From an optimization exercise on the open Yosys and OpenROAD flow, aimed at small area; shortcuts taken in it are not production practice. Function was checked by simulation only, so behaviour that the tests miss may differ from the original. The flow treats the clock pin as an ideal source, which a real chip does not have. No activity file was given, so power comes from the tool's default toggle rates.

==> design/flow/design.v <==
module calc2_port (
   input             clk,
   input             reset,
   input [3:0]       cmd_in,
   input [31:0]      data_in,
   input [1:0]       tag_in,
   output            q_add,       
   output            q_sh,        
   input [4:0]       st_add,      
   input [4:0]       st_sh,       
   input             busy,        
   output reg [31:0] a,           
   output reg [31:0] a2,          
   output reg        c_sh,        
   output reg        c_op,        
   output reg        d_v,         
   output reg        d_sh,
   output reg        d_op,
   input [31:0]      res,
   input             ovf,
   output reg [1:0]  resp,
   output reg [31:0] data,
   output reg [1:0]  tag
   );
   reg        c_add, c_inv;
   reg [1:0]  c_tag;
   reg [1:0]  exp_tag;
   reg [3:0]  d_slot;
   reg        i2_v, i3_v, inv_v;
   reg [1:0]  i2_tag, i3_tag, inv_tag;
   localparam [4:0] FIRE = 5'b00001;
   function [4:0] fwd(input [4:0] v);
      fwd = {v[3:0], v[4] ^ v[2]};
   endfunction
   wire       cmd_nz  = |cmd_in;
   wire       tag_ok  = (tag_in == exp_tag) || (exp_tag == 2'd0);
   wire       is_add  = (cmd_in == 4'b0001) || (cmd_in == 4'b0010);
   wire       is_sh   = (cmd_in == 4'b0101) || (cmd_in == 4'b0110);
   always @(posedge clk) begin
      a     <= data_in;
      a2    <= a;
      c_tag <= tag_in;
      c_op  <= cmd_in[1];         
      if (reset) begin
         c_add   <= 1'b0;
         c_sh    <= 1'b0;
         c_inv   <= 1'b0;
         exp_tag <= 2'd0;
      end else begin
         c_add <= is_add & tag_ok;
         c_sh  <= is_sh & tag_ok;
         c_inv <= cmd_nz & ~((is_add | is_sh) & tag_ok);
         if (cmd_nz) exp_tag <= tag_in + 2'd1;
      end
   end
   wire       req = c_add | c_sh;
   assign q_add = c_add;
   assign q_sh  = c_sh;
   wire [4:0] t0 = c_sh ? st_sh : st_add;
   reg [31:0] s_data [0:3];
   reg [4:0]  s_t    [0:3];     
   reg        s_ovf  [0:3];
   reg        s_add  [0:3];
   reg [1:0]  s_tag  [0:3];
   wire [3:0] fire, free;
   genvar k;
   generate for (k = 0; k < 4; k = k + 1) begin : g_slot
      assign fire[k] = (s_t[k] == FIRE);
      assign free[k] = (s_t[k] == 5'd0) | fire[k];
   end endgenerate
   wire [3:0] sel = free[0] ? 4'b0001 : free[1] ? 4'b0010 : free[2] ? 4'b0100 : 4'b1000;
   wire [3:0] wr_data = d_v ? d_slot : (req & ~busy) ? sel : 4'b0000;
   always @(posedge clk) begin
      d_slot <= sel;
      d_sh   <= c_sh;
      d_op   <= c_op;
      if (reset) d_v <= 1'b0;
      else d_v <= req & busy;
   end
   generate for (k = 0; k < 4; k = k + 1) begin : g_slot_reg
      always @(posedge clk) begin
         if (wr_data[k]) begin
            s_data[k] <= res;
            s_ovf[k]  <= ovf;
         end
         if (req & sel[k]) begin
            s_add[k]  <= c_add;
            s_tag[k]  <= c_tag;
         end
         if (reset)
           s_t[k] <= 5'd0;
         else if (req & sel[k])
           s_t[k] <= t0;
         else if (fire[k])
           s_t[k] <= 5'd0;
         else
           s_t[k] <= fwd(s_t[k]);
      end
   end endgenerate
   integer j;
   reg        u_add, u_sh, r_hi, r_lo;
   reg [1:0]  t_add, t_sh;
   reg [31:0] d_or;
   always @* begin
      u_add = 1'b0; u_sh = 1'b0; r_hi = 1'b0; r_lo = 1'b0;
      t_add = 2'd0; t_sh = 2'd0; d_or = 32'd0;
      for (j = 0; j < 4; j = j + 1) begin
         if (fire[j]) begin
            d_or = d_or | s_data[j];
            r_hi = r_hi | s_ovf[j];
            r_lo = r_lo | ~s_ovf[j];
            if (s_add[j]) begin u_add = 1'b1; t_add = t_add | s_tag[j]; end
            else begin u_sh = 1'b1; t_sh = t_sh | s_tag[j]; end
         end
      end
   end
   wire unit = u_add | u_sh;
   always @* begin
      data = d_or;
      if (unit) begin
         resp = {r_hi, r_lo};
         tag  = u_add ? t_add : t_sh;
      end else begin
         resp = {inv_v, 1'b0};
         tag  = inv_tag;
      end
   end
   always @(posedge clk) begin
      i2_tag <= c_tag;
      i3_tag <= i2_tag;
      if (reset) begin
         i2_v  <= 1'b0;
         i3_v  <= 1'b0;
         inv_v <= 1'b0;
      end else begin
         i2_v <= c_inv;
         i3_v <= i2_v;
         if (i3_v && (!inv_v || !unit)) begin
            inv_v   <= 1'b1;
            inv_tag <= i3_tag;
         end else if (!unit)
           inv_v <= 1'b0;
      end
   end
endmodule
module calc2_alu (
   input [31:0]  x,
   input [31:0]  y,
   input         sh,       
   input         op,       
   output [31:0] res,
   output        ovf       
   );
   wire [31:0] yy = y ^ {32{op}};
   wire [31:0] p0 = x ^ yy;
   wire [31:0] g0 = x & yy;
   reg  [31:0] gg, pp;
   integer i, l;
   always @* begin
      gg = g0; pp = p0;
      gg[0] = g0[0] | (p0[0] & op);
      for (l = 1; l <= 5; l = l + 1)
        for (i = (1 << l) - 1; i < 32; i = i + (1 << l)) begin
           gg[i] = gg[i] | (pp[i] & gg[i - (1 << (l - 1))]);
           pp[i] = pp[i] & pp[i - (1 << (l - 1))];
        end
      for (l = 4; l >= 1; l = l - 1)
        for (i = (1 << l) + (1 << (l - 1)) - 1; i < 32; i = i + (1 << l)) begin
           gg[i] = gg[i] | (pp[i] & gg[i - (1 << (l - 1))]);
           pp[i] = pp[i] & pp[i - (1 << (l - 1))];
        end
   end
   wire [32:0] cy  = {gg, op};             
   wire [32:0] sum = {cy[32], p0 ^ cy[31:0]};
   wire [4:0]  ramt = op ? y[4:0] : 5'd0 - y[4:0];
   wire [63:0] xx   = {x, x};
   wire [31:0] rot  = xx >> ramt;
   wire [31:0] mask = (op ? (32'hffffffff >> y[4:0]) : (32'hffffffff << y[4:0])) & {16'hffff, op, 15'h7fff};
   assign res = sh ? (rot & mask) : sum[31:0];
   assign ovf = ~sh & (sum[32] ^ op);
endmodule
module calc2_pair (
   input         clk,
   input         reset,
   input [3:0]   f_cmd_in, s_cmd_in,
   input [31:0]  f_data_in, s_data_in,
   input [1:0]   f_tag_in, s_tag_in,
   output        f_q_add, f_q_sh, s_q_add, s_q_sh,
   input [4:0]   f_t_add, f_t_sh, s_t_add, s_t_sh,
   output [1:0]  f_resp, s_resp,
   output [31:0] f_data, s_data,
   output [1:0]  f_tag, s_tag
   );
   wire [31:0] f_a, s_a, s_a2, res;
   wire        f_sh, f_op, s_sh, s_op, s_dv, s_dsh, s_dop, ovf;
   wire        f_req = f_q_add | f_q_sh;
   calc2_port pf (.clk(clk), .reset(reset), .cmd_in(f_cmd_in), .data_in(f_data_in), .tag_in(f_tag_in),
                  .q_add(f_q_add), .q_sh(f_q_sh), .st_add(f_t_add), .st_sh(f_t_sh),
                  .busy(1'b0), .a(f_a), .a2(), .c_sh(f_sh), .c_op(f_op), .d_v(), .d_sh(), .d_op(),
                  .res(res), .ovf(ovf), .resp(f_resp), .data(f_data), .tag(f_tag));
   calc2_port ps (.clk(clk), .reset(reset), .cmd_in(s_cmd_in), .data_in(s_data_in), .tag_in(s_tag_in),
                  .q_add(s_q_add), .q_sh(s_q_sh), .st_add(s_t_add), .st_sh(s_t_sh),
                  .busy(f_req), .a(s_a), .a2(s_a2), .c_sh(s_sh), .c_op(s_op), .d_v(s_dv), .d_sh(s_dsh), .d_op(s_dop),
                  .res(res), .ovf(ovf), .resp(s_resp), .data(s_data), .tag(s_tag));
   wire [31:0] x  = f_req ? f_a : s_dv ? s_a2 : s_a;
   wire [31:0] y  = f_req ? f_data_in : s_dv ? s_a : s_data_in;
   wire        sh = f_req ? f_sh : s_dv ? s_dsh : s_sh;
   wire        op = f_req ? f_op : s_dv ? s_dop : s_op;
   calc2_alu alu (.x(x), .y(y), .sh(sh), .op(op), .res(res), .ovf(ovf));
endmodule
module calc2_top ( out_data1, out_data2, out_data3, out_data4, out_resp1, out_resp2, out_resp3, out_resp4, out_tag1, out_tag2, out_tag3, out_tag4, c_clk, req1_cmd_in, req1_data_in, req1_tag_in, req2_cmd_in, req2_data_in, req2_tag_in, req3_cmd_in, req3_data_in, req3_tag_in, req4_cmd_in, req4_data_in, req4_tag_in, reset);
   output [0:31] out_data1, out_data2, out_data3, out_data4;
   output [0:1]  out_resp1, out_resp2, out_resp3, out_resp4, out_tag1, out_tag2, out_tag3, out_tag4;
   input         c_clk, reset;
   input [0:3]   req1_cmd_in, req2_cmd_in, req3_cmd_in, req4_cmd_in;
   input [0:1]   req1_tag_in, req2_tag_in, req3_tag_in, req4_tag_in;
   input [0:31]  req1_data_in, req2_data_in, req3_data_in, req4_data_in;
   wire [3:0] q_add, q_sh;
   localparam [4:0] T3 = 5'b01000;    
   function [4:0] fwd(input [4:0] v);
      fwd = {v[3:0], v[4] ^ v[2]};
   endfunction
   function [4:0] back(input [4:0] v);
      back = {v[0] ^ v[3], v[4:1]};
   endfunction
   reg  [4:0] ta, ts;
   wire [4:0] ta1 = ta;
   wire [4:0] ta2 = q_add[0] ? back(ta1) : ta1;
   wire [4:0] ta3 = q_add[1] ? back(ta2) : ta2;
   wire [4:0] ta4 = q_add[2] ? back(ta3) : ta3;
   wire [4:0] ta5 = q_add[3] ? back(ta4) : ta4;
   wire [4:0] ts1 = ts;
   wire [4:0] ts2 = q_sh[0] ? back(ts1) : ts1;
   wire [4:0] ts3 = q_sh[1] ? back(ts2) : ts2;
   wire [4:0] ts4 = q_sh[2] ? back(ts3) : ts3;
   wire [4:0] ts5 = q_sh[3] ? back(ts4) : ts4;
   always @(posedge c_clk) begin
      if (reset) begin
         ta <= T3;
         ts <= T3;
      end else begin
         if (ta != T3 || q_add != 4'd0) ta <= fwd(ta5);
         if (ts != T3 || q_sh != 4'd0) ts <= fwd(ts5);
      end
   end
   calc2_pair p12 (.clk(c_clk), .reset(reset),
                   .f_cmd_in(req1_cmd_in), .f_data_in(req1_data_in), .f_tag_in(req1_tag_in),
                   .s_cmd_in(req2_cmd_in), .s_data_in(req2_data_in), .s_tag_in(req2_tag_in),
                   .f_q_add(q_add[0]), .f_q_sh(q_sh[0]), .s_q_add(q_add[1]), .s_q_sh(q_sh[1]),
                   .f_t_add(ta1), .f_t_sh(ts1), .s_t_add(ta2), .s_t_sh(ts2),
                   .f_resp(out_resp1), .s_resp(out_resp2), .f_data(out_data1), .s_data(out_data2),
                   .f_tag(out_tag1), .s_tag(out_tag2));
   calc2_pair p34 (.clk(c_clk), .reset(reset),
                   .f_cmd_in(req3_cmd_in), .f_data_in(req3_data_in), .f_tag_in(req3_tag_in),
                   .s_cmd_in(req4_cmd_in), .s_data_in(req4_data_in), .s_tag_in(req4_tag_in),
                   .f_q_add(q_add[2]), .f_q_sh(q_sh[2]), .s_q_add(q_add[3]), .s_q_sh(q_sh[3]),
                   .f_t_add(ta3), .f_t_sh(ts3), .s_t_add(ta4), .s_t_sh(ts4),
                   .f_resp(out_resp3), .s_resp(out_resp4), .f_data(out_data3), .s_data(out_data4),
                   .f_tag(out_tag3), .s_tag(out_tag4));
endmodule
==> design/flow/flow/run.sh <==
#!/bin/bash
# Layout flow: the standard flow (standard.sh, with the standard synthesis unchanged),
# with two changes: ports get plain buf_1 buffers, and the clock tree is built from larger
# sink clusters without dummy loads. make's output goes to flow_make.log; each step's own
# log is under orfs/logs/.
set -euo pipefail
export BUFFER_PORTS_ARGS="-buffer_cell sky130_fd_sc_hd__buf_1"
export CTS_ARGS="-sink_clustering_enable -repair_clock_nets -dont_use_dummy_load -sink_clustering_size 20 -sink_clustering_max_diameter 60 -buf_list {sky130_fd_sc_hd__clkbuf_8}"
bash standard.sh > flow_make.log 2>&1
==> design/flow/standard.sh <==
#!/bin/bash
# synth_recipe.tcl (not shown) runs the flow's synth.tcl, then flattens the netlist and writes it again
# the make line also repeats each setting of config.mk as NAME=value (left out here)
make -C /OpenROAD-flow-scripts/flow DESIGN_CONFIG=/design/flow/config.mk WORK_HOME=/design/flow/orfs CLKGATE_MAP_FILE= SYNTH_SCRIPT=/design/flow/synth_recipe.tcl "${@:-finish}"
==> design/flow/config.mk <==
export PLATFORM = sky130hd
export DESIGN_NAME = calc2_top
export DESIGN_NICKNAME = calc2_top
export VERILOG_FILES = /design/flow/design.v
export SDC_FILE = /design/flow/constraint.sdc
export NUM_CORES = 8
export LEC_CHECK = 0
export CAP_MARGIN = 20
export CORE_MARGIN = 2
export CORE_UTILIZATION = 65
export SLEW_MARGIN = 20
==> design/flow/constraint.sdc <==
create_clock -name core_clock -period 7.0 [get_ports {c_clk}]
set_input_delay 1.4000 -clock core_clock [delete_from_list [all_inputs] [get_ports {c_clk}]]
set_output_delay 1.4000 -clock core_clock [all_outputs]
set_load 0.01 [all_outputs]
==> impl_metrics.yaml, run 1 <==
finish:
  area_growth_pct: 6.41
  final-seq-area_um2: 24700
  multiInputGateArea_um2: 17400
  final_standard_cell_utilization_of_the_core_pct: 70.0
  fillerInstances: 4707
  num-nets-final: 4205
  post_route_cells_drive_above_1_share_pct: 7.32
  summed_area_of_non_filler_cells_in_the_final_layout_um2: 46000
grt:
  via_count_of_the_first_global_routing_pass: 29500
  antenna_violations_before_repair: 5
  globalRouteTotalUtil_pct: 34.1
  grt_start_max_net_pins: 85
  grt_first_pass_wirelength_um: 178000
  grt_overflow: 0
routing:
  antenna_left: 0
  route.final.wire_length_um: 120000
  drt_first_pass_iters: 8
  detail_route.wl_per_cell_um: 24.9
  via_per_inst: 6.54
  drc_errors_left: 0
  drt_first_iter_violations: 4335
  via_count: 31500
yosys:
  post-synth-top-area-fraction_pct: 40.6
  syn_nets: 3997
  synthMostInstantiatedCell: "sky130_fd_sc_hd__edfxtp_1"
  proportion_of_synthesized_flip_flops_having_asynchronous_set_or_reset_pct: 0
  netlist.top_cell.by_area: "sky130_fd_sc_hd__edfxtp_1"
  postSynth.topFlopCell: "sky130_fd_sc_hd__edfxtp_1"
  yosys-top-cells-count: "sky130_fd_sc_hd__edfxtp_1, sky130_fd_sc_hd__dfxtp_1, sky130_fd_sc_hd__mux2i_1"
  synth_enable_flop_cells: 584
  ys_seq_area_share_pct: 57.1
  number_of_cells_produced_by_synthesis: 3743
  synthesis.area_um2: 43200
  post_synth_main_area_contributors: "sky130_fd_sc_hd__edfxtp_1, sky130_fd_sc_hd__dfxtp_1, sky130_fd_sc_hd__mux2i_1"
  yosys_warnings: 8
  syn_area_per_cell_um2: 11.5
  synth_cell_type_count: 82
  yosys_register_bits: 940
cts:
  cts_max_path_buffers: 3
  tritoncts_num_sinks: 940
  clkSlewWorstSetupHoldPaths_ns: 0.11
  cts-buffers-inserted: 57
  cts_tree: "built"
  source_to_sink_clock_delay_at_the_later_pin_of_the_worst_skew_pair_ns: 0.74
  htree_num_levels: 2
  hold_buffers: 0
  postCtsSetupRepairBufs: 0
  post_cts.resized_instances: 0
  root_buffer: "sky130_fd_sc_hd__clkbuf_8"
placement:
  dpl.hpwl_um: 86500
  place.port_buffers: 297
  dpl-instance-area_um2: 45200
  finalWeightedCongestion: 1.01
flow_run:
  timing.max_cap.violations: 0
critical_path:
  critPathCaptureType: "register"
  critical_path.max_fanout: 27
  startpoint_type: "register"
  timing_worst_setup_path_type: "reg2reg"
  worstPathRequired_ns: 7.42
  worst-endpoint-arrival_ns: 6.61
sta:
  setup-tns-final_ns: 0
  grt_setup_unrepaired: "false"
  period_share_pct: 88.5
  finalSetupViolations: 0
  report.final.hold_viol_count: 0
  tightestPinTransition_ns: 1.21
  maxSlewViolCount: 0
  period_minus_slack_ns: 6.20
  worst_case_headroom_to_the_max_slew_limit_pct: 19.4
  timing.clock.skew_ns: 0.0763
  max_freq_mhz: 161
status:
  run_status: "no timing/DRC/antenna violations"
worst_hold_path:
  hold_class: "reg2reg"
floorplan:
  fp.dieArea_um2: 68600
  core_area_um2: 65700
  io_pins: 298
  std_cell_rows: 94
  start_util_pct: 65.7
  floorplan.die.height_um: 262
  fp.dieW_um: 262
power_and_ir_drop:
  p_leak_uw: 0.0168
  max-vdd-ir-drop_v: 0.000229
  pwr_density_cell_nw_per_um2: 268
==> cell families after synthesis <==
kind of cell	synth area share, %
AO/OA/AOI/OAI	14.5
XOR/XNOR	2.72
adder cells (fa/ha/maj)	3.45
buffers and inverters	3.25
flip-flops	57.1
multiplexers	10.3
AND/OR/NAND/NOR	8.73
==> through the flow <==
step	power (uW)	std cells	setup WS (ns)	hold slack, ns
final	12300	4815	0.804	0.339
after global routing	12800	4815	0.335	0.338
after CTS	12200	4811	0.899	0.337
after detailed placement	10000	4754	0.881	0.313
after global placement	9910	4754	1.12	0.310
after floorplan	8790	3743	1.50	0.310
==> report_power, final <==
| part | switching (uW) | internal [uW] | total [uW] |
|---|---|---|---|
| clock network | 1550 | 729 | 2280 |
| registers | 106 | 6560 | 6670 |
| logic | 2360 | 1040 | 3400 |
| total | 4010 | 8330 | 12300 |
==> cell type report <==
cell class | instances | area share, %
Inverter | 104 | 0.854
Tap cell | 864 | 2.35
Clock buffer | 57 | 1.71
Multi-Input combinational cell | 2475 | 37.8
Sequential cell | 940 | 53.6
Timing Repair Buffer | 373 | 3.67
Antenna cell | 2 | 0.0109
==> registers in the layout, summed over array words and instances, names as in the netlist, 32 cells and up <==
signal and flops:
p12.pf.s_data 128, p12.ps.s_data 128, p34.pf.s_data 128, p34.ps.s_data 128, p12.pf.a 32, p12.ps.a2 32
p12.ps.a 32, p34.pf.a 32, p34.ps.a2 32, p34.ps.a 32
==> cell usage in the layout (no fill, tap or decap), types with 14 or more instances in the layout <==
master                     instances
sky130_fd_sc_hd__a21oi_1         245
sky130_fd_sc_hd__nand4_1          17
sky130_fd_sc_hd__nor4_1           18
sky130_fd_sc_hd__a22oi_1         299
sky130_fd_sc_hd__nor3_1           27
sky130_fd_sc_hd__o221ai_1         32
sky130_fd_sc_hd__clkbuf_8         57
sky130_fd_sc_hd__a211oi_1         25
sky130_fd_sc_hd__mux2_2           76
sky130_fd_sc_hd__o22ai_1          21
sky130_fd_sc_hd__buf_1           296
sky130_fd_sc_hd__fa_1             32
sky130_fd_sc_hd__xor2_1           31
sky130_fd_sc_hd__nand2_1         292
sky130_fd_sc_hd__edfxtp_1        584
sky130_fd_sc_hd__ha_1             68
sky130_fd_sc_hd__or4_1            19
sky130_fd_sc_hd__o21ai_0         177
sky130_fd_sc_hd__buf_4            75
sky130_fd_sc_hd__o21ai_1          14
sky130_fd_sc_hd__inv_1            99
sky130_fd_sc_hd__xnor2_1          95
sky130_fd_sc_hd__mux2i_1         343
sky130_fd_sc_hd__nand2b_1         14
sky130_fd_sc_hd__a31oi_1          18
sky130_fd_sc_hd__o21a_1           24
sky130_fd_sc_hd__nand3_1          70
sky130_fd_sc_hd__dfxtp_1         354
sky130_fd_sc_hd__nor2b_1          24
sky130_fd_sc_hd__a21o_1           28
sky130_fd_sc_hd__nor2_1          298
==> per-layer routing <==
layer	vias up	part of all wire, %	wire [um]	global-route usage [%]
met4	6	2.3	2750	7.75
li1	14200	-	-	-
met2	1607	45	54300	52.5
met1	15500	43	51600	51.9
met5	-	0.029	35	0
met3	185	9.2	11100	4.41
==> worst paths after layout <==
path,endpoint,slack (ns),from,cells after the start
min,p34.ps.i3_tag[1],0.34,p34.ps.i2_tag[1],0
min reg2reg,p34.ps.i3_tag[1],0.34,p34.ps.i2_tag[1],0
max,p34.pf.s_data[3][30],0.80,p34.pf.c_sh,16
max reg2reg,p34.pf.s_data[3][30],0.80,p34.pf.c_sh,16
==> worst max-delay path, stage by stage (launching register included) <==
cell	delay [ns]
sky130_fd_sc_hd__dfxtp_1	0.92
sky130_fd_sc_hd__or2_2	0.50
sky130_fd_sc_hd__buf_4	0.36
sky130_fd_sc_hd__nor2_1	0.09
sky130_fd_sc_hd__a21oi_1	0.19
sky130_fd_sc_hd__xnor2_1	0.20
sky130_fd_sc_hd__ha_1	0.31
sky130_fd_sc_hd__a21oi_1	0.19
sky130_fd_sc_hd__nand2_1	0.08
sky130_fd_sc_hd__a221o_1	0.37
sky130_fd_sc_hd__a221oi_1	0.25
sky130_fd_sc_hd__o21ai_0	0.25
sky130_fd_sc_hd__a31oi_1	0.74
sky130_fd_sc_hd__o21a_1	0.29
sky130_fd_sc_hd__o21a_1	0.17
sky130_fd_sc_hd__fa_1	0.41
sky130_fd_sc_hd__o221ai_1	0.57
==> inputs of run 2 (changes only) <==
--- a/design/flow/design.v
+++ b/design/flow/design.v
@@ -29,3 +29,3 @@
    reg        i2_v, i3_v, inv_v;
-   reg [1:0]  i2_tag, i3_tag, inv_tag;
+   reg [1:0]  i_tag, inv_tag;
    localparam [4:0] FIRE = 5'b00001;
@@ -76,4 +76,3 @@
       d_op   <= c_op;
-      if (reset) d_v <= 1'b0;
-      else d_v <= req & busy;
+      d_v    <= req & busy;      
    end
@@ -128,6 +127,5 @@
    always @(posedge clk) begin
-      i2_tag <= c_tag;
-      i3_tag <= i2_tag;
+      if (c_inv) i_tag <= c_tag;
+      i2_v <= c_inv;              
       if (reset) begin
-         i2_v  <= 1'b0;
          i3_v  <= 1'b0;
@@ -135,3 +133,2 @@
       end else begin
-         i2_v <= c_inv;
          i3_v <= i2_v;
@@ -139,3 +136,3 @@
             inv_v   <= 1'b1;
-            inv_tag <= i3_tag;
+            inv_tag <= i_tag;
          end else if (!unit)
--- a/design/flow/flow/run.sh
+++ b/design/flow/flow/run.sh
@@ -7,3 +7,3 @@
 export BUFFER_PORTS_ARGS="-buffer_cell sky130_fd_sc_hd__buf_1"
-export CTS_ARGS="-sink_clustering_enable -repair_clock_nets -dont_use_dummy_load -sink_clustering_size 20 -sink_clustering_max_diameter 60 -buf_list {sky130_fd_sc_hd__clkbuf_8}"
+export CTS_ARGS="-sink_clustering_enable -repair_clock_nets -dont_use_dummy_load -sink_clustering_size 16 -sink_clustering_max_diameter 50 -buf_list {sky130_fd_sc_hd__clkbuf_8}"
 bash standard.sh > flow_make.log 2>&1
==> impl_metrics.yaml, run 2 <==
yosys:
  proportion_of_synthesized_flip_flops_having_asynchronous_set_or_reset_pct: 0
  syn_nets: 3861
  number_of_cells_produced_by_synthesis: 3607
  post-synth-top-area-fraction_pct: 41.3
  yosys_register_bits: 932
  syn_area_per_cell_um2: 11.9
  synth_cell_type_count: 75
  postSynth.topFlopCell: "sky130_fd_sc_hd__edfxtp_1"
  synth_enable_flop_cells: 592
  synthMostInstantiatedCell: "sky130_fd_sc_hd__edfxtp_1"
  ys_seq_area_share_pct: 57.1
  synthesis.area_um2: 43000
  post_synth_main_area_contributors: "sky130_fd_sc_hd__edfxtp_1, sky130_fd_sc_hd__dfxtp_1, sky130_fd_sc_hd__mux2i_1"
  netlist.top_cell.by_area: "sky130_fd_sc_hd__edfxtp_1"
  yosys-top-cells-count: "sky130_fd_sc_hd__edfxtp_1, sky130_fd_sc_hd__dfxtp_1, sky130_fd_sc_hd__mux2i_1"
  yosys_warnings: 8
finish:
  final_common_cell: "sky130_fd_sc_hd__edfxtp_1"
  post_route_cells_drive_above_1_share_pct: 8.71
  area_growth_pct: 7.45
  final_cell_mix: "sky130_fd_sc_hd__edfxtp_1, sky130_fd_sc_hd__dfxtp_1, sky130_fd_sc_hd__mux2i_1"
  num-nets-final: 4112
power_and_ir_drop:
  power_uw: 12700
  max-vdd-ir-drop_v: 0.000217
  p_leak_uw: 0.0171
  pwr_density_cell_nw_per_um2: 274
worst_hold_path:
  worstHoldEndpoint: "p12.ps.a2[4]"
  timing.hold.worst.start: "p12.ps.a[4]"
  hold_depth: 0
  hold_class: "reg2reg"
sta:
  max_freq_mhz: 166
  worst_case_headroom_to_the_max_slew_limit_pct: 25.2
  period_share_pct: 86.3
  period_minus_slack_ns: 6.04
  worst_hold_slack_ns: 0.324
  setup-tns-final_ns: 0
  grt_setup_unrepaired: "false"
  timing.clock.skew_ns: 0.105
  report.final.hold_viol_count: 0
  tightestPinTransition_ns: 1.12
  maxSlewViolCount: 0
  finalSetupViolations: 0
placement:
  dpl.hpwl_um: 85800
  finalWeightedCongestion: 0.972
  place.port_buffers: 297
cts:
  root_buffer: "sky130_fd_sc_hd__clkbuf_8"
  cts-buffers-inserted: 81
  post_cts.resized_instances: 0
  htree_num_levels: 3
  tritoncts_num_sinks: 932
  cts_tree: "built"
  hold_buffers: 0
  clkSlewWorstSetupHoldPaths_ns: 0.09
  cts_max_path_buffers: 3
  postCtsSetupRepairBufs: 0
  source_to_sink_clock_delay_at_the_later_pin_of_the_worst_skew_pair_ns: 0.72
routing:
  via_count: 31300
  route.final.wire_length_um: 121000
  drc_errors_left: 0
  drt_first_pass_iters: 7
  antenna_left: 0
  via_per_inst: 6.63
  detail_route.wl_per_cell_um: 25.6
  drt_first_iter_violations: 4171
critical_path:
  ff2ff_setup_slack_ns: 0.96
  worstPathRequired_ns: 7.33
  critical_path.max_fanout: 34
  crit-reg2reg-capture: "p34.ps.s_data[0][30]"
  timing_worst_setup_path_type: "reg2reg"
  r2r.worst_path.cells: 15
  startpoint_type: "register"
  worst-endpoint-arrival_ns: 6.37
  critPathCaptureType: "register"
  r2r_start: "p34.ps.d_v"
floorplan:
  start_util_pct: 65.6
  fp.dieW_um: 261
  floorplan.die.height_um: 261
  std_cell_rows: 94
  io_pins: 298
  fp.dieArea_um2: 68300
  core_area_um2: 65600
grt:
  grt_overflow: 0
  globalRouteTotalUtil_pct: 34.7
  via_count_of_the_first_global_routing_pass: 30000
  grt_start_max_net_pins: 73
  antenna_violations_before_repair: 4
  grt_first_pass_wirelength_um: 179000
status:
  run_status: "no timing/DRC/antenna violations"
flow_run:
  timing.max_cap.violations: 0
## run 2: final cells by class
cell class	instances	area, um^2
clock buffers	81	1110
inverters	104	390
repair buffers	376	1710
flip-flops and latches	932	24600
multi-input cells	2363	17300
diodes	3	7.51
well taps	864	1080
fillers	4525	19400
## run 2: how the worst max path moves through the flow
| stage | cells after the start | end | startpoint |
|---|---|---|---|
| 2_1_floorplan | 17 | p34.pf.s_data[0][22] | req4_data_in[31] |
| 3_3_place_gp | 14 | p34.pf.s_data[2][21] | req4_data_in[31] |
| 3_5_place_dp | 14 | p34.pf.s_data[1][21] | req4_data_in[31] |
| 4_1_cts | 15 | p34.ps.s_data[2][30] | p34.ps.d_v |
| 5_1_grt | 14 | p34.ps.s_data[0][21] | p34.ps.d_v |
| 6_report | 15 | p34.ps.s_data[0][30] | p34.ps.d_v |
## run 2: routing by layer
layer  vias to the layer above  global-route usage (%)  wire, um
li1                      13900                       -         -
met1                     15400                    50.2     50500
met2                      1766                    54.1     55500
met3                       247                    5.64     11200
met4                         2                    11.2      3820
met5                         -                       0        13
## run 2: logic make-up (layout without fill, tap and decap cells)
logic type | Yosys count | after routing | synth area share [%]
buffers and inverters | 312 | 561 | 3.06
AO/OA/AOI/OAI | 855 | 855 | 13.2
flip-flops | 932 | 932 | 57.1
multiplexers | 467 | 467 | 12.0
adder cells (fa/ha/maj) | 100 | 100 | 3.47
AND/OR/NAND/NOR | 808 | 808 | 8.33
other | 0 | 3 | 0
XOR/XNOR | 133 | 133 | 2.75
## run 2: critical path, cell delays in order (launching register included)
cell	delay (ns)
sky130_fd_sc_hd__dfxtp_4	0.73
sky130_fd_sc_hd__mux2i_1	0.94
sky130_fd_sc_hd__o21ai_4	0.47
sky130_fd_sc_hd__buf_4	0.35
sky130_fd_sc_hd__xnor2_1	0.14
sky130_fd_sc_hd__ha_1	0.36
sky130_fd_sc_hd__a21o_1	0.22
sky130_fd_sc_hd__a21o_1	0.18
sky130_fd_sc_hd__a21oi_1	0.29
sky130_fd_sc_hd__nor2_1	0.07
sky130_fd_sc_hd__a211oi_1	0.32
sky130_fd_sc_hd__nand2_1	0.12
sky130_fd_sc_hd__a31oi_1	0.31
sky130_fd_sc_hd__o21ba_2	0.22
sky130_fd_sc_hd__fa_1	0.43
sky130_fd_sc_hd__o221ai_1	0.53
## run 2: where the power goes
part | internal, uW | switching (uW)
Clock | 1030 | 1600
Sequential | 6530 | 104
Combinational | 1100 | 2290
## run 2: through the flow
step	utilization, %	setup WS, ns	area (um^2)	instances
after floorplan	-	1.55	43000	3607
final	70.4	0.959	46200	4723
after detailed placement	68.7	1.08	45100	4638
after CTS	70.4	1.07	46200	4719
after global routing	70.4	0.688	46200	4723
after global placement	68.7	1.17	45100	4638
==> inputs of run 3 (changes only) <==
--- a/design/flow/flow/run.sh
+++ b/design/flow/flow/run.sh
@@ -7,3 +7,3 @@
 export BUFFER_PORTS_ARGS="-buffer_cell sky130_fd_sc_hd__buf_1"
-export CTS_ARGS="-sink_clustering_enable -repair_clock_nets -dont_use_dummy_load -sink_clustering_size 16 -sink_clustering_max_diameter 50 -buf_list {sky130_fd_sc_hd__clkbuf_8}"
+export CTS_ARGS="-sink_clustering_enable -repair_clock_nets -dont_use_dummy_load -sink_clustering_size 20 -sink_clustering_max_diameter 50 -buf_list {sky130_fd_sc_hd__clkbuf_8 sky130_fd_sc_hd__clkbuf_16}"
 bash standard.sh > flow_make.log 2>&1
==> impl_metrics.yaml, run 3 <==
status:
  run_status: "no timing/DRC/antenna violations"
yosys:
  syn_nets: 3861
  post_synth_main_area_contributors: "sky130_fd_sc_hd__edfxtp_1, sky130_fd_sc_hd__dfxtp_1, sky130_fd_sc_hd__mux2i_1"
  synthMostInstantiatedCell: "sky130_fd_sc_hd__edfxtp_1"
  synthesis.area_um2: 43000
  proportion_of_synthesized_flip_flops_having_asynchronous_set_or_reset_pct: 0
  yosys_warnings: 8
  postSynth.topFlopCell: "sky130_fd_sc_hd__edfxtp_1"
  synth_cell_type_count: 75
  ys_seq_area_share_pct: 57.1
  netlist.top_cell.by_area: "sky130_fd_sc_hd__edfxtp_1"
  syn_area_per_cell_um2: 11.9
  synth_enable_flop_cells: 592
  yosys_register_bits: 932
  number_of_cells_produced_by_synthesis: 3607
  yosys-top-cells-count: "sky130_fd_sc_hd__edfxtp_1, sky130_fd_sc_hd__dfxtp_1, sky130_fd_sc_hd__mux2i_1"
  post-synth-top-area-fraction_pct: 41.3
finish:
  summed_area_of_non_filler_cells_in_the_final_layout_um2: 47000
  final_common_cell: "sky130_fd_sc_hd__edfxtp_1"
  fillerInstances: 4391
  area_growth_pct: 9.33
  post_route_cells_drive_above_1_share_pct: 8.64
  final_cell_mix: "sky130_fd_sc_hd__edfxtp_1, sky130_fd_sc_hd__dfxtp_1, sky130_fd_sc_hd__mux2i_1"
  num-nets-final: 4108
routing:
  drt_first_iter_violations: 3966
  via_count: 31500
  antenna_left: 0
  detail_route.wl_per_cell_um: 26.3
  route.final.wire_length_um: 124000
  via_per_inst: 6.68
  drc_errors_left: 0
  drt_first_pass_iters: 8
floorplan:
  start_util_pct: 65.6
  fp.dieW_um: 261
  std_cell_rows: 94
  core_area_um2: 65600
  io_pins: 298
  fp.dieArea_um2: 68300
  floorplan.die.height_um: 261
power_and_ir_drop:
  switching_share_pct: 30.4
  p_seq_share_pct: 48.3
  internal-power_uw: 9570
  max-vdd-ir-drop_v: 0.000276
  power.net_switching_uw: 4180
  pwr-share-clk_pct: 26.8
  pwr_density_cell_nw_per_um2: 292
  combinationalPowerShare_pct: 24.8
  p_leak_uw: 0.0174
cts:
  cts_tree: "built"
  htree_num_levels: 3
  clkSlewWorstSetupHoldPaths_ns: 0.06
  source_to_sink_clock_delay_at_the_later_pin_of_the_worst_skew_pair_ns: 0.66
  hold_buffers: 0
  cts_max_path_buffers: 3
  postCtsSetupRepairBufs: 0
  post_cts.resized_instances: 0
  cts-buffers-inserted: 77
  root_buffer: "sky130_fd_sc_hd__clkbuf_16"
  tritoncts_num_sinks: 932
grt:
  grt_start_max_net_pins: 73
  antenna_violations_before_repair: 3
  grt_overflow: 0
  via_count_of_the_first_global_routing_pass: 30500
  globalRouteTotalUtil_pct: 35.5
  grt_first_pass_wirelength_um: 182000
critical_path:
  crit-reg2reg-capture: "p34.ps.s_data[0][30]"
  r2r_start: "p34.ps.d_v"
  critPathCaptureType: "register"
  ff2ff_setup_slack_ns: 0.91
  worst-endpoint-arrival_ns: 6.37
  r2r.worst_path.cells: 15
  timing_worst_setup_path_type: "reg2reg"
  timing.critical_path.slowest_stage_cell: "sky130_fd_sc_hd__mux2i_1"
  startpoint_type: "register"
  path_cells: "mux2i_1 > o21ai_4 > buf_4 > xnor2_1 > ha_1 > a21o_1 > a21o_1 > a21oi_1 > nor2_1 > a211oi_1 > nand2_1 > a31oi_1 > o21ba_2 > fa_1 > o221ai_1"
  critical_path.max_fanout: 34
  worstPathRequired_ns: 7.28
  crit_path_frequent_cell: "sky130_fd_sc_hd__a21o_1"
  worst_path_largest_cell_delay_ns: 0.96
worst_hold_path:
  hold_class: "reg2reg"
  hold_depth: 0
  timing.hold.worst.start: "p12.ps.a[15]"
  worstHoldEndpoint: "p12.ps.a2[15]"
sta:
  report.final.hold_viol_count: 0
  max_freq_mhz: 164
  finalSetupViolations: 0
  period_share_pct: 86.9
  period_minus_slack_ns: 6.09
  tightestPinTransition_ns: 1.16
  maxSlewViolCount: 0
  grt_setup_unrepaired: "false"
  timing.clock.skew_ns: 0.107
  setup-tns-final_ns: 0
  worst_case_headroom_to_the_max_slew_limit_pct: 22.9
placement:
  dpl.hpwl_um: 85800
  finalWeightedCongestion: 0.972
  place.port_buffers: 297
  dpl-instance-area_um2: 45100
flow_run:
  timing.max_cap.violations: 0
## run 3: cell types whose count changed in the layout (fill, tap and decap cells not counted), sizes merged
cell	delta
clkbuf	-4
diode	-1
## run 3: power groups by stage
stage / combinational [uW] / clock [uW] / sequential (uW)
CTS: 3300 / 3710 / 6640
detailed placement: 3270 / 0 / 6750
finish: 3410 / 3690 / 6640
global placement: 3180 / 0 / 6740
global route: 3600 / 3880 / 6660
floorplan: 2080 / 0 / 6710
## run 3: cell families (layout without fill, tap and decap cells)
logic type	Yosys count	after routing	share of synthesized area [%]
flip-flops	932	932	57.1
AO/OA/AOI/OAI	855	855	13.2
AND/OR/NAND/NOR	808	808	8.33
multiplexers	467	467	12.0
buffers and inverters	312	557	3.06
XOR/XNOR	133	133	2.75
adder cells (fa/ha/maj)	100	100	3.47
other	0	2	0
## run 3: worst max path at each step
stage / start / endpoint
after detailed placement: req4_data_in[31] / p34.pf.s_data[1][21]
after global placement: req4_data_in[31] / p34.pf.s_data[2][21]
after floorplan: req4_data_in[31] / p34.pf.s_data[0][22]
final: p34.ps.d_v / p34.ps.s_data[0][30]
after CTS: p34.ps.d_v / p34.ps.s_data[0][30]
after global routing: p34.pf.c_add / p34.ps.s_data[1][31]
## run 3: metrics by stage
stage / hold WS (ns) / util [%] / std cells / worst slack [ns] / total power (uW)
floorplan: 0.329 / - / 3607 / 1.55 / 8780
global placement: 0.352 / 68.7 / 4638 / 1.17 / 9910
detailed placement: 0.356 / 68.7 / 4638 / 1.08 / 10000
CTS: 0.302 / 71.6 / 4715 / 1.07 / 13600
global route: 0.312 / 71.7 / 4718 / 0.712 / 14100
finish: 0.315 / 71.7 / 4718 / 0.915 / 13700
## run 3: routing by layer
layer	vias to the layer above	global-route usage [%]	part of all wire, %
li1	13900	-	-
met1	15400	50.1	41
met4	2	11.2	3.0
met2	1887	56.5	47
met3	268	6.31	9.7
met5	-	0	0.0032
## run 3: final cells by class
type                            count  area [um^2]  area share (%)
Sequential cell                   932        24600            52.3
Multi-Input combinational cell   2363        17300            36.8
Clock buffer                       77         1930            4.10
Timing Repair Buffer              376         1710            3.64
Tap cell                          864         1080            2.30
Inverter                          104          390           0.830
Antenna cell                        2         5.00          0.0106
## run 3: critical path: cells and delay by family, from the launching register on
| kind | cells | cell delay (ns) |
|---|---|---|
| AO/OA/AOI/OAI | 8 | 2.54 |
| multiplexers | 1 | 0.96 |
| adder cells (fa/ha/maj) | 2 | 0.79 |
| flip-flops | 1 | 0.73 |
| buffers and inverters | 1 | 0.35 |
| AND/OR/NAND/NOR | 2 | 0.20 |
| XOR/XNOR | 1 | 0.14 |
==> inputs of run 4 (changes only) <==
--- a/design/flow/flow/run.sh
+++ b/design/flow/flow/run.sh
@@ -7,3 +7,3 @@
 export BUFFER_PORTS_ARGS="-buffer_cell sky130_fd_sc_hd__buf_1"
-export CTS_ARGS="-sink_clustering_enable -repair_clock_nets -dont_use_dummy_load -sink_clustering_size 20 -sink_clustering_max_diameter 50 -buf_list {sky130_fd_sc_hd__clkbuf_8 sky130_fd_sc_hd__clkbuf_16}"
+export CTS_ARGS="-sink_clustering_enable -repair_clock_nets -dont_use_dummy_load -sink_clustering_size 36 -sink_clustering_max_diameter 60"
 bash standard.sh > flow_make.log 2>&1
==> impl_metrics.yaml, run 4 <==
status:
  run_status: "no timing/DRC/antenna violations"
cts:
  cts_max_path_buffers: 3
  root_buffer: "sky130_fd_sc_hd__clkbuf_16"
  cts_tree: "built"
  hold_buffers: 0
  htree_num_levels: 2
  cts-buffers-inserted: 48
  source_to_sink_clock_delay_at_the_later_pin_of_the_worst_skew_pair_ns: 0.66
  tritoncts_num_sinks: 932
  clkSlewWorstSetupHoldPaths_ns: 0.09
  postCtsSetupRepairBufs: 0
  post_cts.resized_instances: 0
critical_path:
  startpoint_type: "register"
  worst-endpoint-arrival_ns: 6.35
  critical_path.max_fanout: 34
  crit-reg2reg-capture: "p34.ps.s_data[0][30]"
  crit_path_frequent_cell: "sky130_fd_sc_hd__a21o_1"
  path_cells: "mux2i_1 > o21ai_4 > buf_4 > xnor2_1 > ha_1 > a21o_1 > a21o_1 > a21oi_1 > nor2_1 > a211oi_1 > nand2_1 > a31oi_1 > o21ba_2 > fa_1 > o221ai_1"
  r2r_start: "p34.ps.d_v"
  timing.critical_path.from: "p34.ps.d_v"
  ff2ff_setup_slack_ns: 0.93
  r2r.worst_path.cells: 15
  timing_worst_setup_path_type: "reg2reg"
  timing.critical_path.slowest_stage_cell: "sky130_fd_sc_hd__mux2i_1"
  critPathCaptureType: "register"
  worst_path_largest_cell_delay_ns: 0.94
  worstPathRequired_ns: 7.28
yosys:
  post_synth_main_area_contributors: "sky130_fd_sc_hd__edfxtp_1, sky130_fd_sc_hd__dfxtp_1, sky130_fd_sc_hd__mux2i_1"
  synth_compound_area_share_pct: 13.2
  synth_xor_xnor_area_share_pct: 2.75
  number_of_cells_produced_by_synthesis: 3607
  synthesis.area_um2: 43000
  synthAdderAreaFrac_pct: 3.47
  synth_mux_area_share_pct: 12.0
  postSynth.topFlopCell: "sky130_fd_sc_hd__edfxtp_1"
  proportion_of_synthesized_flip_flops_having_asynchronous_set_or_reset_pct: 0
  yosys_warnings: 8
  yosys_register_bits: 932
  syn_nets: 3861
  synthMostInstantiatedCell: "sky130_fd_sc_hd__edfxtp_1"
  post-synth-top-area-fraction_pct: 41.3
  synth_cell_type_count: 75
  synth_enable_flop_cells: 592
  yosys-top-cells-count: "sky130_fd_sc_hd__edfxtp_1, sky130_fd_sc_hd__dfxtp_1, sky130_fd_sc_hd__mux2i_1"
  syn_area_per_cell_um2: 11.9
  netlist.top_cell.by_area: "sky130_fd_sc_hd__edfxtp_1"
  combinational_family_with_the_most_area_after_synthesis: "compound AO/OA/AOI/OAI gates"
  post_synth_and_or_nand_nor_area_fraction_pct: 8.33
  ys_seq_area_share_pct: 57.1
routing:
  via_per_inst: 6.66
  detail_route.wl_per_cell_um: 25.9
  route.final.wire_length_um: 121000
  drc_errors_left: 0
  drt_first_pass_iters: 6
  via_count: 31200
  antenna_left: 0
  drt_first_iter_violations: 4017
placement:
  finalWeightedCongestion: 0.972
  dp.cells: 4638
  place.port_buffers: 297
  dpl.hpwl_um: 85800
  dpl-instance-area_um2: 45100
finish:
  summed_area_of_non_filler_cells_in_the_final_layout_um2: 46300
  final-seq-area_um2: 24600
  final_common_cell: "sky130_fd_sc_hd__edfxtp_1"
  fillerInstances: 4509
  layoutNonFillerInstCount: 4688
  multiInputGateArea_um2: 17300
  post_route_cells_drive_above_1_share_pct: 7.95
  num-nets-final: 4078
  final_cell_mix: "sky130_fd_sc_hd__edfxtp_1, sky130_fd_sc_hd__dfxtp_1, sky130_fd_sc_hd__mux2i_1"
  area_growth_pct: 7.65
flow_run:
  timing.max_cap.violations: 0
sta:
  setup-tns-final_ns: 0
  report.final.hold_viol_count: 0
  period_share_pct: 86.8
  max_freq_mhz: 165
  grt_setup_unrepaired: "false"
  period_minus_slack_ns: 6.07
  tightestPinTransition_ns: 1.06
  maxSlewViolCount: 0
  timing.clock.skew_ns: 0.107
  finalSetupViolations: 0
  worst_case_headroom_to_the_max_slew_limit_pct: 27.0
floorplan:
  start_util_pct: 65.6
  floorplan.die.height_um: 261
  fp.dieW_um: 261
  core_area_um2: 65600
  io_pins: 298
  fp.dieArea_um2: 68300
  std_cell_rows: 94
grt:
  grt_first_pass_wirelength_um: 178000
  grt_overflow: 0
  globalRouteTotalUtil_pct: 34.6
  antenna_violations_before_repair: 4
  via_count_of_the_first_global_routing_pass: 29800
  grt_start_max_net_pins: 73
worst_hold_path:
  worstHoldEndpoint: "p12.ps.a2[4]"
  hold_depth: 0
  hold_class: "reg2reg"
  timing.hold.worst.start: "p12.ps.a[4]"
power_and_ir_drop:
  pwr_density_cell_nw_per_um2: 277
  pwr-share-clk_pct: 21.9
  max-vdd-ir-drop_v: 0.000221
  internal-power_uw: 8850
  power.net_switching_uw: 3980
  switching_share_pct: 31.0
  p_seq_share_pct: 51.7
  combinationalPowerShare_pct: 26.4
  p_leak_uw: 0.0171
==> run 4: cell counts after synthesis <==
Identical to the previous run, type by type.
==> run 4: power groups by stage <==
stage               sequential [uW]  combinational [uW]  clock (uW)
detailed placement             6750                3270           0
global route                   6650                3590        2980
finish                         6640                3390        2800
CTS                            6630                3290        2830
global placement               6740                3180           0
floorplan                      6710                2080           0
==> run 4: worst max-delay path by stage <==
stage | slack (ns) | depth (start not counted) | to
final | 0.93 | 15 | p34.ps.s_data[0][30]
after CTS | 1.08 | 15 | p34.pf.s_data[2][30]
after detailed placement | 1.08 | 14 | p34.pf.s_data[1][21]
after floorplan | 1.55 | 17 | p34.pf.s_data[0][22]
after global routing | 0.72 | 14 | p34.ps.s_data[2][21]
after global placement | 1.17 | 14 | p34.pf.s_data[2][21]
==> run 4: worst max-delay path, delay by kind of cell, from the launching register on <==
| family | cells | cell delay (ns) |
|---|---|---|
| compound gates | 8 | 2.56 |
| xor+xnor | 1 | 0.14 |
| fa+ha+maj | 2 | 0.79 |
| buf+inv | 1 | 0.35 |
| flops | 1 | 0.74 |
| mux | 1 | 0.94 |
| simple gates | 2 | 0.19 |
==> run 4: cell families (layout without fill, tap and decap cells) <==
group,count (synthesis),after routing
adders and majority gates,100,100
DFF,932,932
and+or+nand+nor,808,808
other,0,2
buffers and inverters,312,527
AOI/OAI and AO/OA,855,855
muxes,467,467
xor gates and xnor gates,133,133
==> run 4: per-layer routing <==
layer	vias up	wire length, um	GRT usage [%]
li1	13900	-	-
met1	15400	49900	49.9
met2	1786	56200	54.5
met3	205	11600	5.24
met4	0	3570	10.7
met5	-	0	0
==> run 4: final cells by class <==
class / count / share of cell area [%]
flip-flops and latches: 932 / 53.1
multi-input cells: 2363 / 37.4
repair buffers: 375 / 3.68
clock buffers: 48 / 2.59
well taps: 864 / 2.33
inverters: 104 / 0.843
diodes: 2 / 0.0108
==> run 4: per-stage QoR <==
step	worst slack, ns	total power [uW]	utilization [%]	hold slack, ns
6_report	0.927	12800	70.6	0.287
3_3_place_gp	1.17	9910	68.7	0.352
3_5_place_dp	1.08	10000	68.7	0.356
5_1_grt	0.720	13200	70.6	0.312
2_1_floorplan	1.55	8780	-	0.329
4_1_cts	1.08	12700	70.5	0.293
==> inputs of run 5 (changes only) <==
--- a/design/flow/flow/run.sh
+++ b/design/flow/flow/run.sh
@@ -7,3 +7,3 @@
 export BUFFER_PORTS_ARGS="-buffer_cell sky130_fd_sc_hd__buf_1"
-export CTS_ARGS="-sink_clustering_enable -repair_clock_nets -dont_use_dummy_load -sink_clustering_size 36 -sink_clustering_max_diameter 60"
+export CTS_ARGS="-sink_clustering_enable -repair_clock_nets -dont_use_dummy_load -sink_clustering_size 30 -sink_clustering_max_diameter 80"
 bash standard.sh > flow_make.log 2>&1
--- a/design/flow/config.mk
+++ b/design/flow/config.mk
@@ -10,2 +10,3 @@
 export CORE_UTILIZATION = 65
+export GPL_TIMING_DRIVEN = 0
 export SLEW_MARGIN = 20
==> impl_metrics.yaml, run 5 <==
status:
  run_status: "no timing/DRC/antenna violations"
finish:
  layoutNonFillerInstCount: 4840
  num-nets-final: 4228
  post_route_cells_drive_above_1_share_pct: 7.55
  final_common_cell: "sky130_fd_sc_hd__edfxtp_1"
  final_cell_mix: "sky130_fd_sc_hd__edfxtp_1, sky130_fd_sc_hd__dfxtp_1, sky130_fd_sc_hd__mux2i_1"
  area_growth_pct: 8.87
  final_standard_cell_utilization_of_the_core_pct: 71.4
cts:
  cts_max_path_buffers: 3
  cts-buffers-inserted: 41
  source_to_sink_clock_delay_at_the_later_pin_of_the_worst_skew_pair_ns: 0.63
  root_buffer: "sky130_fd_sc_hd__clkbuf_16"
  postCtsSetupRepairBufs: 0
  tritoncts_num_sinks: 932
  htree_num_levels: 2
  cts_tree: "built"
  hold_buffers: 0
  clkSlewWorstSetupHoldPaths_ns: 0.10
yosys:
  yosys_register_bits: 932
  proportion_of_synthesized_flip_flops_having_asynchronous_set_or_reset_pct: 0
  netlist.top_cell.by_area: "sky130_fd_sc_hd__edfxtp_1"
  yosys_warnings: 8
  number_of_cells_produced_by_synthesis: 3607
  synth_enable_flop_cells: 592
  ys_seq_area_share_pct: 57.1
  yosys-top-cells-count: "sky130_fd_sc_hd__edfxtp_1, sky130_fd_sc_hd__dfxtp_1, sky130_fd_sc_hd__mux2i_1"
  synthMostInstantiatedCell: "sky130_fd_sc_hd__edfxtp_1"
  postSynth.topFlopCell: "sky130_fd_sc_hd__edfxtp_1"
  synth_cell_type_count: 75
  post_synth_main_area_contributors: "sky130_fd_sc_hd__edfxtp_1, sky130_fd_sc_hd__dfxtp_1, sky130_fd_sc_hd__mux2i_1"
  syn_nets: 3861
  syn_area_per_cell_um2: 11.9
  post-synth-top-area-fraction_pct: 41.3
  synthesis.area_um2: 43000
sta:
  period_share_pct: 97.1
  grt_setup_unrepaired: "false"
  maxSlewViolCount: 0
  worst_case_headroom_to_the_max_slew_limit_pct: 22.4
  period_minus_slack_ns: 6.79
  tightestPinTransition_ns: 1.16
  finalSetupViolations: 0
  timing.clock.skew_ns: 0.0801
  report.final.hold_viol_count: 0
  max_freq_mhz: 147
critical_path:
  timing.critical_path.from: "p34.pf.c_add"
  worst_path_largest_cell_delay_ns: 0.61
  critical_path.max_fanout: 10
  r2r_start: "p34.pf.c_add"
  timing.critical_path.slowest_stage_cell: "sky130_fd_sc_hd__a2111oi_1"
  worst-endpoint-arrival_ns: 6.98
  path_delay_family: "compound AO/OA/AOI/OAI gates"
  path_cells: "or2_1 > buf_6 > o21ai_1 > clkbuf_2 > buf_2 > nand2_1 > o21ai_0 > fa_1 > a21o_1 > a31o_2 > nand4_1 > a2111oi_1 > o211ai_1 > nand2_1 > a31oi_1 > o21ba_2 > fa_1 > xor2_1 > o221ai_1"
  timing_worst_setup_path_type: "reg2reg"
  critical_path_buf_inv_count: 3
  startpoint_type: "register"
  worstPathRequired_ns: 7.19
  critPathCaptureType: "register"
grt:
  via_count_of_the_first_global_routing_pass: 32100
  antenna_violations_before_repair: 9
  globalRouteTotalUtil_pct: 39.0
  grt_overflow: 0
  grt_first_pass_wirelength_um: 198000
  grt_start_max_net_pins: 31
routing:
  detail_route.wl_per_cell_um: 28.0
  drc_errors_left: 0
  route.final.wire_length_um: 136000
  via_per_inst: 6.81
  via_count: 33000
  drt_first_pass_iters: 7
  antenna_left: 0
  drt_first_iter_violations: 4858
floorplan:
  start_util_pct: 65.6
  fp.dieW_um: 261
  core_area_um2: 65600
  std_cell_rows: 94
  fp.dieArea_um2: 68300
  io_pins: 298
  floorplan.die.height_um: 261
power_and_ir_drop:
  p_seq_share_pct: 51.6
  max-vdd-ir-drop_v: 0.000264
  pwr_density_cell_nw_per_um2: 275
  pwr-share-clk_pct: 20.5
  combinationalPowerShare_pct: 28.0
  switching_share_pct: 32.4
  internal-power_uw: 8710
  power.net_switching_uw: 4160
  p_leak_uw: 0.0172
worst_hold_path:
  timing.hold.worst.start: "p34.ps.a[4]"
  hold_class: "reg2reg"
placement:
  place.port_buffers: 296
  finalWeightedCongestion: 0.972
  dpl.hpwl_um: 102000
  dp.cells: 4793
flow_run:
  timing.max_cap.violations: 0
[run 5: worst reg2reg max path: cells and delay by family (launching register included)]
family,cells,cell delay [ns]
AO/OA/AOI/OAI,9,2.96
XOR/XNOR,1,0.36
adder cells (fa/ha/maj),2,0.77
buffers and inverters,3,0.98
flip-flops,1,0.51
AND/OR/NAND/NOR,4,0.76
[run 5: per-layer routing]
layer  part of all wire, %  global-route usage [%]  vias up
met1                    39                    54.8    16100
met3                    11                    7.21      393
met4                   3.7                    13.1        2
met2                    46                    61.5     2336
met5                0.0066                       0        -
li1                      -                       -    14200
[run 5: power by group through the flow]
stage | sequential (uW) | clock (uW) | combinational [uW]
after floorplan | 6710 | 0 | 2080
after global placement | 6740 | 0 | 3290
after detailed placement | 6750 | 0 | 3410
after CTS | 6630 | 2620 | 3440
after global routing | 6650 | 2780 | 3770
final | 6640 | 2630 | 3600
[run 5: kinds of logic after synthesis]
group / Yosys count / synth area share (%)
xor+xnor: 133 / 2.75
simple gates: 808 / 8.33
buf+inv: 312 / 3.06
flops: 932 / 57.1
fa+ha+maj: 100 / 3.47
compound gates: 855 / 13.2
mux: 467 / 12.0
[run 5: worst paths after layout]
check / cells after the start / to / slack [ns]
max reg2reg: 19 / p34.ps.s_data[2][31] / 0.21
min reg2reg: 0 / p34.ps.a2[4] / 0.34
min: 0 / p34.ps.a2[4] / 0.34
max: 19 / p34.ps.s_data[2][31] / 0.21
[run 5: metrics by stage]
step	hold WS [ns]	total power, uW	TNS (ns)	area [um^2]	worst slack [ns]
2_1_floorplan	0.329	8780	0	43000	1.55
3_3_place_gp	0.341	10000	-12.88	45200	-0.544
3_5_place_dp	0.355	10200	-15.69	45700	-0.353
4_1_cts	0.348	12700	0	46800	0.0585
5_1_grt	0.359	13200	0	46800	0.0105
6_report	0.340	12900	0	46800	0.206
[run 5: layout make-up]
class / instances / area (um^2)
plain buffers: 207 / 930
flip-flops and latches: 932 / 24600
multi-input cells: 2363 / 17300
diodes: 4 / 10.0
inverters: 104 / 390
clock buffers: 41 / 1030
repair buffers: 325 / 1560
well taps: 864 / 1080
fillers: 4303 / 18800
[run 5: timing repair]
action                                  CTS  global route
pin swaps                                 0             0
gates resized for setup                   6             8
endpoints found under the setup margin  131            64
==> inputs of run 6 (changes only) <==
--- a/design/flow/config.mk
+++ b/design/flow/config.mk
@@ -10,3 +10,2 @@
 export CORE_UTILIZATION = 65
-export GPL_TIMING_DRIVEN = 0
 export SLEW_MARGIN = 20
==> impl_metrics.yaml, run 6 <==
worst_hold_path:
  hold_depth: 0
  timing.hold.worst.start: "p12.ps.a[4]"
  hold_class: "reg2reg"
floorplan:
  fp.dieArea_um2: 68300
  io_pins: 298
  std_cell_rows: 94
  floorplan.die.height_um: 261
  start_util_pct: 65.6
  fp.dieW_um: 261
  core_area_um2: 65600
finish:
  final_common_cell: "sky130_fd_sc_hd__edfxtp_1"
  final_standard_cell_utilization_of_the_core_pct: 70.2
  area_growth_pct: 7.16
  num-nets-final: 4070
  final_cell_mix: "sky130_fd_sc_hd__edfxtp_1, sky130_fd_sc_hd__dfxtp_1, sky130_fd_sc_hd__mux2i_1"
  post_route_cells_drive_above_1_share_pct: 7.73
routing:
  via_count: 31200
  drt_first_pass_iters: 6
  antenna_left: 0
  via_per_inst: 6.67
  drc_errors_left: 0
  route.final.wire_length_um: 121000
  drt_first_iter_violations: 3867
  detail_route.wl_per_cell_um: 25.9
yosys:
  yosys-top-cells-count: "sky130_fd_sc_hd__edfxtp_1, sky130_fd_sc_hd__dfxtp_1, sky130_fd_sc_hd__mux2i_1"
  yosys_warnings: 8
  postSynth.topFlopCell: "sky130_fd_sc_hd__edfxtp_1"
  synthesis.area_um2: 43000
  netlist.top_cell.by_area: "sky130_fd_sc_hd__edfxtp_1"
  post_synth_main_area_contributors: "sky130_fd_sc_hd__edfxtp_1, sky130_fd_sc_hd__dfxtp_1, sky130_fd_sc_hd__mux2i_1"
  ys_seq_area_share_pct: 57.1
  syn_nets: 3861
  synthMostInstantiatedCell: "sky130_fd_sc_hd__edfxtp_1"
  syn_area_per_cell_um2: 11.9
  number_of_cells_produced_by_synthesis: 3607
  yosys_register_bits: 932
  post-synth-top-area-fraction_pct: 41.3
  synth_cell_type_count: 75
  proportion_of_synthesized_flip_flops_having_asynchronous_set_or_reset_pct: 0
  synth_enable_flop_cells: 592
cts:
  cts_max_path_buffers: 3
  cts_tree: "built"
  htree_num_levels: 2
  postCtsSetupRepairBufs: 0
  clkSlewWorstSetupHoldPaths_ns: 0.10
  tritoncts_num_sinks: 932
  cts-buffers-inserted: 40
  hold_buffers: 0
  post_cts.resized_instances: 0
  source_to_sink_clock_delay_at_the_later_pin_of_the_worst_skew_pair_ns: 0.62
  root_buffer: "sky130_fd_sc_hd__clkbuf_16"
placement:
  finalWeightedCongestion: 0.972
  place.port_buffers: 297
  dpl.hpwl_um: 85800
power_and_ir_drop:
  p_leak_uw: 0.0170
  max-vdd-ir-drop_v: 0.000257
  pwr_density_cell_nw_per_um2: 273
critical_path:
  worst-endpoint-arrival_ns: 6.35
  critical_path.max_fanout: 34
  timing_worst_setup_path_type: "reg2reg"
  startpoint_type: "register"
  critPathCaptureType: "register"
  worstPathRequired_ns: 7.29
  timing.critical_path.from: "p34.ps.d_v"
  r2r_start: "p34.ps.d_v"
  r2r.worst_path.cells: 14
sta:
  worst_case_headroom_to_the_max_slew_limit_pct: 23.9
  setup-tns-final_ns: 0
  max_freq_mhz: 165
  maxSlewViolCount: 0
  period_share_pct: 86.7
  tightestPinTransition_ns: 1.13
  report.final.hold_viol_count: 0
  grt_setup_unrepaired: "false"
  timing.clock.skew_ns: 0.0782
  finalSetupViolations: 0
  period_minus_slack_ns: 6.07
grt:
  grt_first_pass_wirelength_um: 178000
  antenna_violations_before_repair: 2
  via_count_of_the_first_global_routing_pass: 29700
  grt_start_max_net_pins: 73
  globalRouteTotalUtil_pct: 34.4
  grt_overflow: 0
flow_run:
  timing.max_cap.violations: 0
status:
  run_status: "no timing/DRC/antenna violations"
run 6: worst paths after layout:
path / slack, ns / endpoint
worst max-delay path: 0.93 / p34.ps.s_data[2][30]
worst min-delay path: 0.32 / p12.ps.a2[4]
worst max register to register: 0.93 / p34.ps.s_data[2][30]
worst min register to register: 0.32 / p12.ps.a2[4]
run 6: cell type report:
type | count | area (um^2)
Sequential cell | 932 | 24600
Clock buffer | 40 | 1000
Multi-Input combinational cell | 2363 | 17300
Fill cell | 4525 | 19500
Antenna cell | 2 | 5.00
Tap cell | 864 | 1080
Inverter | 104 | 390
Timing Repair Buffer | 375 | 1700
run 6: worst max-delay path, stage by stage (launching register included):
cell and delay (ns):
sky130_fd_sc_hd__dfxtp_4 0.73, sky130_fd_sc_hd__mux2i_1 0.96, sky130_fd_sc_hd__o21ai_4 0.48, sky130_fd_sc_hd__xnor2_1 0.52
sky130_fd_sc_hd__ha_1 0.21, sky130_fd_sc_hd__nand2_1 0.06, sky130_fd_sc_hd__nor2_1 0.16, sky130_fd_sc_hd__a31oi_1 0.16
sky130_fd_sc_hd__a2111oi_0 0.65, sky130_fd_sc_hd__o211ai_1 0.20, sky130_fd_sc_hd__nand2_1 0.12, sky130_fd_sc_hd__a31oi_1 0.14
sky130_fd_sc_hd__o21ba_2 0.26, sky130_fd_sc_hd__fa_1 0.51, sky130_fd_sc_hd__o221ai_1 0.54
run 6: through the flow:
stage	std cells	hold slack, ns	setup slack (ns)	total power, uW	area [um^2]
global placement	4638	0.352	1.17	9910	45100
CTS	4678	0.321	1.06	12500	46100
detailed placement	4638	0.356	1.08	10000	45100
global route	4680	0.330	0.586	13000	46100
floorplan	3607	0.329	1.55	8780	43000
finish	4680	0.316	0.933	12600	46100
run 6: cells by family after synthesis:
group / synth area share, %
DFF: 57.1
AOI/OAI and AO/OA: 13.2
and+or+nand+nor: 8.33
muxes: 12.0
buffers and inverters: 3.06
xor gates and xnor gates: 2.75
adders and majority gates: 3.47
run 6: power breakdown:
group          leakage [uW]  internal [uW]  switching, uW
registers           0.00818           6530            104
logic               0.00829           1100           2290
clock network      0.000493           1030           1550
total                0.0170           8660           3940
run 6: metal layers:
layer | track usage (%) | routed length (um) | up-vias
li1 | - | - | 13900
met1 | 49.5 | 50200 | 15400
met2 | 54.5 | 56000 | 1746
met3 | 5.49 | 11300 | 239
met4 | 10.5 | 3760 | 0
met5 | 0 | 0 | -
==> inputs of run 7 (changes only) <==
==> design/flow/flow/run.sh (replaced) <==
#!/bin/bash
# Layout flow: the standard flow (standard.sh, with the standard synthesis unchanged),
# with three changes: ports get plain buf_1 buffers; the clock tree is built from larger
# sink clusters without dummy loads; after clock tree synthesis, cells on paths with slack
# to spare are downsized (flow/post_cts.tcl). make's output goes to flow_make.log; each
# step's own log is under orfs/logs/.
set -euo pipefail
export BUFFER_PORTS_ARGS="-buffer_cell sky130_fd_sc_hd__buf_1"
export CTS_ARGS="-sink_clustering_enable -repair_clock_nets -dont_use_dummy_load -sink_clustering_size 30 -sink_clustering_max_diameter 80"
export POST_CTS_TCL="$(pwd)/flow/post_cts.tcl"
bash standard.sh > flow_make.log 2>&1
==> design/flow/flow/post_cts.tcl (new file) <==
# After clock tree synthesis: give back area on paths with slack to spare (smaller
# drive strengths), then fix any slew or capacitance this leaves, and legalize.
estimate_parasitics -placement
repair_timing -recover_power 100 -setup_margin 0.3 -verbose
repair_design -slew_margin $::env(SLEW_MARGIN) -cap_margin $::env(CAP_MARGIN) -verbose
detailed_placement
check_placement -verbose
==> impl_metrics.yaml, run 7 <==
yosys:
  number_of_cells_produced_by_synthesis: 3607
  postSynth.topFlopCell: "sky130_fd_sc_hd__edfxtp_1"
  proportion_of_synthesized_flip_flops_having_asynchronous_set_or_reset_pct: 0
  yosys-top-cells-count: "sky130_fd_sc_hd__edfxtp_1, sky130_fd_sc_hd__dfxtp_1, sky130_fd_sc_hd__mux2i_1"
  netlist.top_cell.by_area: "sky130_fd_sc_hd__edfxtp_1"
  post-synth-top-area-fraction_pct: 41.3
  post_synth_main_area_contributors: "sky130_fd_sc_hd__edfxtp_1, sky130_fd_sc_hd__dfxtp_1, sky130_fd_sc_hd__mux2i_1"
  syn_area_per_cell_um2: 11.9
  ys_seq_area_share_pct: 57.1
  synthMostInstantiatedCell: "sky130_fd_sc_hd__edfxtp_1"
  synth_cell_type_count: 75
  yosys_register_bits: 932
  synthesis.area_um2: 43000
  yosys_warnings: 8
routing:
  via_count: 31400
  drt_first_iter_violations: 4057
  drc_errors_left: 0
  route.final.wire_length_um: 123000
  detail_route.wl_per_cell_um: 26.2
  antenna_left: 0
  via_per_inst: 6.67
critical_path:
  path_cells: "or2_0 > buf_4 > nor2_1 > a21oi_1 > xnor2_1 > ha_1 > nand2_1 > o21ai_0 > a21oi_1 > o211a_1 > o31a_1 > nor2_1 > nor2_1 > fa_1 > o21ai_0"
  worstPathRequired_ns: 7.28
  timing.critical_path.slowest_stage_cell: "sky130_fd_sc_hd__or2_0"
  critPathCaptureType: "register"
  worst_path_largest_cell_delay_ns: 0.91
  critical_path_buf_inv_count: 1
  startpoint_type: "register"
  worst-endpoint-arrival_ns: 6.65
  critical_path.max_fanout: 55
  path_delay_family: "compound AO/OA/AOI/OAI gates"
  timing_worst_setup_path_type: "reg2reg"
grt:
  antenna_violations_before_repair: 2
  grt_start_max_net_pins: 73
  grt_overflow: 0
  globalRouteTotalUtil_pct: 35.1
placement:
  dpl-instance-area_um2: 45100
  finalWeightedCongestion: 0.972
  worst_setup_slack_post_dpl_ns: 1.08
  place.port_buffers: 297
sta:
  finalSetupViolations: 0
  tightestPinTransition_ns: 1.14
  postLayoutSetupSlackWorst_ns: 0.635
  period_share_pct: 90.9
  period_minus_slack_ns: 6.37
  timing.clock.skew_ns: 0.0889
  report.final.hold_viol_count: 0
  grt_setup_unrepaired: "false"
  maxSlewViolCount: 0
  max_freq_mhz: 157
  worst_hold_slack_ns: 0.309
  worst_case_headroom_to_the_max_slew_limit_pct: 23.0
  setup-tns-final_ns: 0
cts:
  clkSlewWorstSetupHoldPaths_ns: 0.10
  cts_tree: "built"
  tritoncts_num_sinks: 932
power_and_ir_drop:
  p_leak_uw: 0.0171
  power_uw: 12600
  max-vdd-ir-drop_v: 0.000258
floorplan:
  floorplan.die.height_um: 261
  fp.dieArea_um2: 68300
  fp.dieW_um: 261
  start_util_pct: 65.6
  core_area_um2: 65600
  std_cell_rows: 94
finish:
  post_route_cells_drive_above_1_share_pct: 7.86
  summed_area_of_non_filler_cells_in_the_final_layout_um2: 46500
  area_growth_pct: 8.10
  num-nets-final: 4096
flow_run:
  timing.max_cap.violations: 0
status:
  run_status: "no timing/DRC/antenna violations"
run 7: cell count changes in the layout (fill, tap and decap cells not counted), sizes merged:
| cell | before | now |
|---|---|---|
| clkbuf | 41 | 76 |
| buf | 374 | 365 |
run 7: kinds of logic (layout without fill, tap and decap cells):
family                   after synthesis  in the layout  synth area share [%]
multiplexers                         467            467                  12.0
other                                  0              2                     0
flip-flops                           932            932                  57.1
adder cells (fa/ha/maj)              100            100                  3.47
AO/OA/AOI/OAI                        855            855                  13.2
AND/OR/NAND/NOR                      808            808                  8.33
XOR/XNOR                             133            133                  2.75
buffers and inverters                312            545                  3.06
run 7: area by class of cell:
| class | count | area (um^2) |
|---|---|---|
| tap | 864 | 1080 |
| clock buffer | 40 | 1000 |
| sequential | 932 | 24600 |
| timing repair buffer | 401 | 2160 |
| inverter | 104 | 390 |
| fill | 4461 | 19100 |
| multi-input combinational | 2363 | 17300 |
| antenna | 2 | 5.00 |
run 7: path summary, 6_finish.rpt:
kind	depth (start not counted)	startpoint	slack, ns	endpoint
worst max-delay path	15	p12.pf.c_sh	0.63	p12.pf.s_data[0][30]
worst min register to register	0	p12.ps.a[4]	0.31	p12.ps.a2[4]
worst min-delay path	0	p12.ps.a[4]	0.31	p12.ps.a2[4]
worst max register to register	15	p12.pf.c_sh	0.63	p12.pf.s_data[0][30]
run 7: metal layers:
| metal | part of all wire (%) | global-route usage (%) | vias up |
|---|---|---|---|
| met5 | 0 | 0 | - |
| met4 | 3.1 | 11.4 | 0 |
| met3 | 9.0 | 5.20 | 231 |
| met2 | 46 | 55.6 | 1755 |
| met1 | 42 | 50.4 | 15500 |
| li1 | - | - | 13900 |
run 7: power breakdown:
part	leakage [uW]	internal (uW)	switching, uW	total (uW)
Sequential	0.00818	6530	106	6640
Combinational	0.00846	1100	2300	3410
Clock	0.000493	1030	1550	2580
run 7: through the flow:
| stage | util, % | instances |
|---|---|---|
| after floorplan | - | 3607 |
| after global placement | 68.7 | 4638 |
| after detailed placement | 68.7 | 4638 |
| after global routing | 70.9 | 4706 |
| final | 70.9 | 4706 |

Setup slack of run 7, layout unchanged: 0.635 ns with ideal ports, 0.635 ns with driving cells assumed (clock clkbuf_16, inputs buf_2), 0.635 ns with port delays also shifted by the 0.653 ns mid clock arrival.
